Source: an optimization exercise on an open RTL-to-GDS flow (aim: a short achievable clock period and few clock cycles). Production flows keep margins and buffers that such runs may drop.
RTL that was checked went through simulation tests only; none was proved equivalent to the original.

## try-fjord
Design PMIPSL0, start of the top module:
module PMIPSL0(
	imemaddr,	 
	dmemaddr,	 
	dmemwdata,	 
	dmemwrite,	 
	dmemread,	 
	clock,
	imemrdata,	 
	dmemrdata,	 
	reset		 
	);
For scale: ~1600 cells after synthesis, about 430 flip-flops, about 85 I/O pins, roughly 19000 um^2 of cells after synthesis.
export LEC_CHECK = 0
export ABC_CLOCK_PERIOD_IN_PS = 2000
export CAP_MARGIN = 20
export CORE_MARGIN = 2
export CORE_UTILIZATION = 40
export PLACE_DENSITY = 0.6
export SLEW_MARGIN = 20
export TNS_END_PERCENT = 100
create_clock -name core_clock -period 8.0 [get_ports {clock}]
standard.sh (not shown) runs the stock make flow with config.mk's settings and CLKGATE_MAP_FILE= SYNTH_SCRIPT=/design/flow/synth_recipe.tcl, a recipe that flattens the netlist after the stock synthesis.
==> flow/flow/run.sh <==
#!/bin/bash
# Standard ORFS layout (the standard.sh) with two changes to how it is
# made, none to the constraints (the SDC is the standard flow's, unchanged):
#  - timing repair aims below the real clock period (a larger setup margin);
#  - slow wide OR/NOR cells are added to the platform's don't-use list, so
#    synthesis and repair build that logic from faster cells.
set -euo pipefail
PLATFORM_DONT_USE="sky130_fd_sc_hd__probe_p_8 sky130_fd_sc_hd__probec_p_8
 sky130_fd_sc_hd__lpflow_bleeder_1
 sky130_fd_sc_hd__lpflow_clkbufkapwr_1 sky130_fd_sc_hd__lpflow_clkbufkapwr_16
 sky130_fd_sc_hd__lpflow_clkbufkapwr_2 sky130_fd_sc_hd__lpflow_clkbufkapwr_4
 sky130_fd_sc_hd__lpflow_clkbufkapwr_8
 sky130_fd_sc_hd__lpflow_clkinvkapwr_1 sky130_fd_sc_hd__lpflow_clkinvkapwr_16
 sky130_fd_sc_hd__lpflow_clkinvkapwr_2 sky130_fd_sc_hd__lpflow_clkinvkapwr_4
 sky130_fd_sc_hd__lpflow_clkinvkapwr_8
 sky130_fd_sc_hd__lpflow_decapkapwr_12 sky130_fd_sc_hd__lpflow_decapkapwr_3
 sky130_fd_sc_hd__lpflow_decapkapwr_4 sky130_fd_sc_hd__lpflow_decapkapwr_6
 sky130_fd_sc_hd__lpflow_decapkapwr_8
 sky130_fd_sc_hd__lpflow_inputiso0n_1 sky130_fd_sc_hd__lpflow_inputiso0p_1
 sky130_fd_sc_hd__lpflow_inputiso1n_1 sky130_fd_sc_hd__lpflow_inputiso1p_1
 sky130_fd_sc_hd__lpflow_inputisolatch_1
 sky130_fd_sc_hd__lpflow_isobufsrc_1 sky130_fd_sc_hd__lpflow_isobufsrc_16
 sky130_fd_sc_hd__lpflow_isobufsrc_2 sky130_fd_sc_hd__lpflow_isobufsrc_4
 sky130_fd_sc_hd__lpflow_isobufsrc_8 sky130_fd_sc_hd__lpflow_isobufsrckapwr_16
 sky130_fd_sc_hd__lpflow_lsbuf_lh_hl_isowell_tap_1
 sky130_fd_sc_hd__lpflow_lsbuf_lh_hl_isowell_tap_2
 sky130_fd_sc_hd__lpflow_lsbuf_lh_hl_isowell_tap_4
 sky130_fd_sc_hd__lpflow_lsbuf_lh_isowell_4
 sky130_fd_sc_hd__lpflow_lsbuf_lh_isowell_tap_1
 sky130_fd_sc_hd__lpflow_lsbuf_lh_isowell_tap_2
 sky130_fd_sc_hd__lpflow_lsbuf_lh_isowell_tap_4"
SLOW="sky130_fd_sc_hd__or4_1 sky130_fd_sc_hd__or4_2 sky130_fd_sc_hd__or4_4
 sky130_fd_sc_hd__or4b_1 sky130_fd_sc_hd__or4b_2 sky130_fd_sc_hd__or4b_4
 sky130_fd_sc_hd__or4bb_1 sky130_fd_sc_hd__or4bb_2 sky130_fd_sc_hd__or4bb_4
 sky130_fd_sc_hd__nor4_1 sky130_fd_sc_hd__nor4_2 sky130_fd_sc_hd__nor4_4
 sky130_fd_sc_hd__nor4b_1 sky130_fd_sc_hd__nor4b_2 sky130_fd_sc_hd__nor4b_4
 sky130_fd_sc_hd__nor4bb_1 sky130_fd_sc_hd__nor4bb_2 sky130_fd_sc_hd__nor4bb_4
 sky130_fd_sc_hd__o41a_1 sky130_fd_sc_hd__o41a_2 sky130_fd_sc_hd__o41a_4
 sky130_fd_sc_hd__o41ai_1 sky130_fd_sc_hd__o41ai_2 sky130_fd_sc_hd__o41ai_4"
DONT_USE=$(echo $PLATFORM_DONT_USE $SLOW)
bash standard.sh SETUP_SLACK_MARGIN=5.6 TNS_END_PERCENT=100 \
  "DONT_USE_CELLS=$DONT_USE" finish > standard_flow.log 2>&1
Testbench counts of try-fjord, summed over its fixed seeds: cycles 110,368.
For try-yarrow, these inputs were changed with respect to try-fjord:
diff --git a/flow/design.v b/flow/design.v
--- a/flow/design.v
+++ b/flow/design.v
@@ -95,14 +95,15 @@
 reg [15:1] id_pc2;
 reg        id_ubeq;	 
 reg        id_cbeq;	 
 reg [7:1]  id_rs1h, id_rt1h;
 reg        id_pred;		 
 reg [6:0]  id_pimm;		 
 reg        ex_bad;		 
+reg [15:8] id_hip, id_him;	 
 reg        ex_rw;		 
 reg        ex_load;
 reg        ex_store;
 reg [2:0]  ex_dest;
 reg        ex_cbeq;		 
 reg [15:1] ex_tgt;
 reg [15:0] ex_a, ex_b, ex_sd;
@@ -140,16 +141,14 @@
 wire d_use_rt = d_rtype | d_sw | id_cbeq;
 wire [2:0] d_dest = d_rtype ? rd : rt;
 wire d_rw = (d_rtype | d_lw | d_addi | d_andi) & (d_dest != 3'd0);
 wire d_imm = d_lw | d_sw | d_addi | d_andi;
 wire [8:0] id_bsum = {1'b0, id_pc2[7:1]} + {2'b0, id_ins[6:0]};
 wire [7:0] id_blo = id_bsum[7:0];
 wire [15:8] id_phi = id_pc2[15:8];
-wire [15:8] id_hip = id_phi + 8'd1;
-wire [15:8] id_him = id_phi - 8'd1;
 wire [15:8] id_bhi = id_ins[6] ? (id_blo[7] ? id_phi : id_him)
                                : (id_blo[7] ? id_hip : id_phi);
 wire [15:1] id_btgt = {id_bhi, id_blo[6:0]};
 reg stall_r;
 wire stall = id_valid & stall_r;
 wire [15:0] A = ex_a;
 wire [15:0] B = ex_b;
@@ -227,22 +226,24 @@
 wire [15:1] pc2 = pc + 15'd1;
 wire [3:0] f_op = imemrdata[16:13];
 wire f_j = f_op[3] & ~f_op[2] & ~(f_op[1] & f_op[0]);	 
 wire f_beq = (f_op == 4'd5);
 wire f_same = (imemrdata[12:10] == imemrdata[9:7]);
 wire [15:1] f_jtgt = {1'b0, pc2[15:14], imemrdata[11:0]};
 wire f_pred = btb_hit & ~f_j;
-wire id_redir0 = id_valid & ~stall & (id_ubeq ^ id_pred);
-wire [15:1] pc_rest = id_redir0 ? (id_ubeq ? id_btgt : id_pc2)
-                    : stall ? pc
-                    : f_j ? f_jtgt
-                    : btb_hit ? btb_target
-                    : pc2;
-wire e_take = id_valid & ~stall & e_taken;
-wire [15:1] pc_next = ex_redirect ? ex_tgt : (e_take ? id_btgt : pc_rest);
+wire s_ex   = ex_redirect;
+wire s_id   = ~s_ex & id_redirect;
+wire s_hold = ~s_ex & ~id_redirect & stall;
+wire s_f    = ~s_ex & ~id_redirect & ~stall;
+wire [15:1] pc_next = ({15{s_ex}} & ex_tgt)
+                    | ({15{s_id}} & id_rtgt)
+                    | ({15{s_hold}} & pc)
+                    | ({15{s_f & f_j}} & f_jtgt)
+                    | ({15{s_f & ~f_j & btb_hit}} & btb_target)
+                    | ({15{s_f & ~f_j & ~btb_hit}} & pc2);
 always @(posedge clock)
 	if (reset) begin
 		pc_o <= 15'd0;
 		pc_n <= 15'h7fff;
 	end else begin
 		pc_o <= pc_next;
 		pc_n <= ~pc_next;
@@ -258,14 +259,16 @@
 		id_pc2 <= pc2;
 		id_ubeq <= f_beq & f_same;
 		id_cbeq <= f_beq & ~f_same;
 		id_rs1h <= onehot(imemrdata[12:10]);
 		id_rt1h <= onehot(imemrdata[9:7]);
 		id_pred <= f_pred;
 		id_pimm <= btb_pimm;
+		id_hip <= pc2[15:8] + 8'd1;
+		id_him <= pc2[15:8] - 8'd1;
 	end
 wire id_go = id_valid & ~stall & ~ex_redirect;
 wire [2:0] f_rs = imemrdata[12:10];
 wire [2:0] f_rt = imemrdata[9:7];
 wire f_rtype = (f_op == 4'd0) | (f_op == 4'd1) | (f_op == 4'd2);
 wire f_use_rs = ~f_op[3] & ~(f_beq & f_same);
 wire f_use_rt = f_rtype | (f_op == 4'd4) | (f_beq & ~f_same);
Cmp try-fjord and try-yarrow / depth of the most critical reg-to-reg path / lower: try-fjord. Taking try-fjord as the reference, in try-yarrow total count of max-transition violations in the final report barely changed; clock skew +0.019 ns; register-to-register slack dropped 0.11 ns. try-fjord reports its master of the slowest instance on the critical path as sky130_fd_sc_hd__fa_2 while try-yarrow reports sky130_fd_sc_hd__or3_4. Delta (try-yarrow minus try-fjord): final hold violation count saw little to no change, cell area now sits higher, overall die height picked up an extra about 1.7%, final setup slack of the worst path lost 0.11 ns. On try-yarrow: number of ordinary inverters in the final layout is about 7% higher than what try-fjord gave. try-yarrow ended up with a higher critical path depth than try-fjord did. try-yarrow vs. try-fjord: global routing met2 resource utilization picked up an extra 0.26 points; worst hold slack now smaller.
For try-yarrow, only the layout was checked, not whether the RTL still works.

## separate check: timing with driven ports
In the flow no input, the clock included, has a driving cell. The finished layouts below were timed again as built, in two steps.
Step 1 sets driving cells, clkbuf_16 on the clock port and buf_2 on the other inputs (assumed; they add their load-dependent delay and slew).
Step 2, shift: input delay + t, output delay - t, t = (earliest + latest rising clock arrival at the registers) / 2. This alone moves slack from input paths to output paths.
a / b / c = ideal ports / drivers / drivers and shift; a / b = the first two.
run	shift t [ns]	slack for setup (ns)	slew at the worst register clock pin (ns)
try-fjord	0.630	5.187 / 5.187 / 4.654	0.06 / 0.06
try-yarrow	0.648	5.081 / 5.081 / 4.522	0.07 / 0.07
After both steps setup and hold are still met in every run listed. For try-yarrow, which loses most, drivers alone change the setup slack by 0.000 ns; drivers and shift together by -0.559 ns.
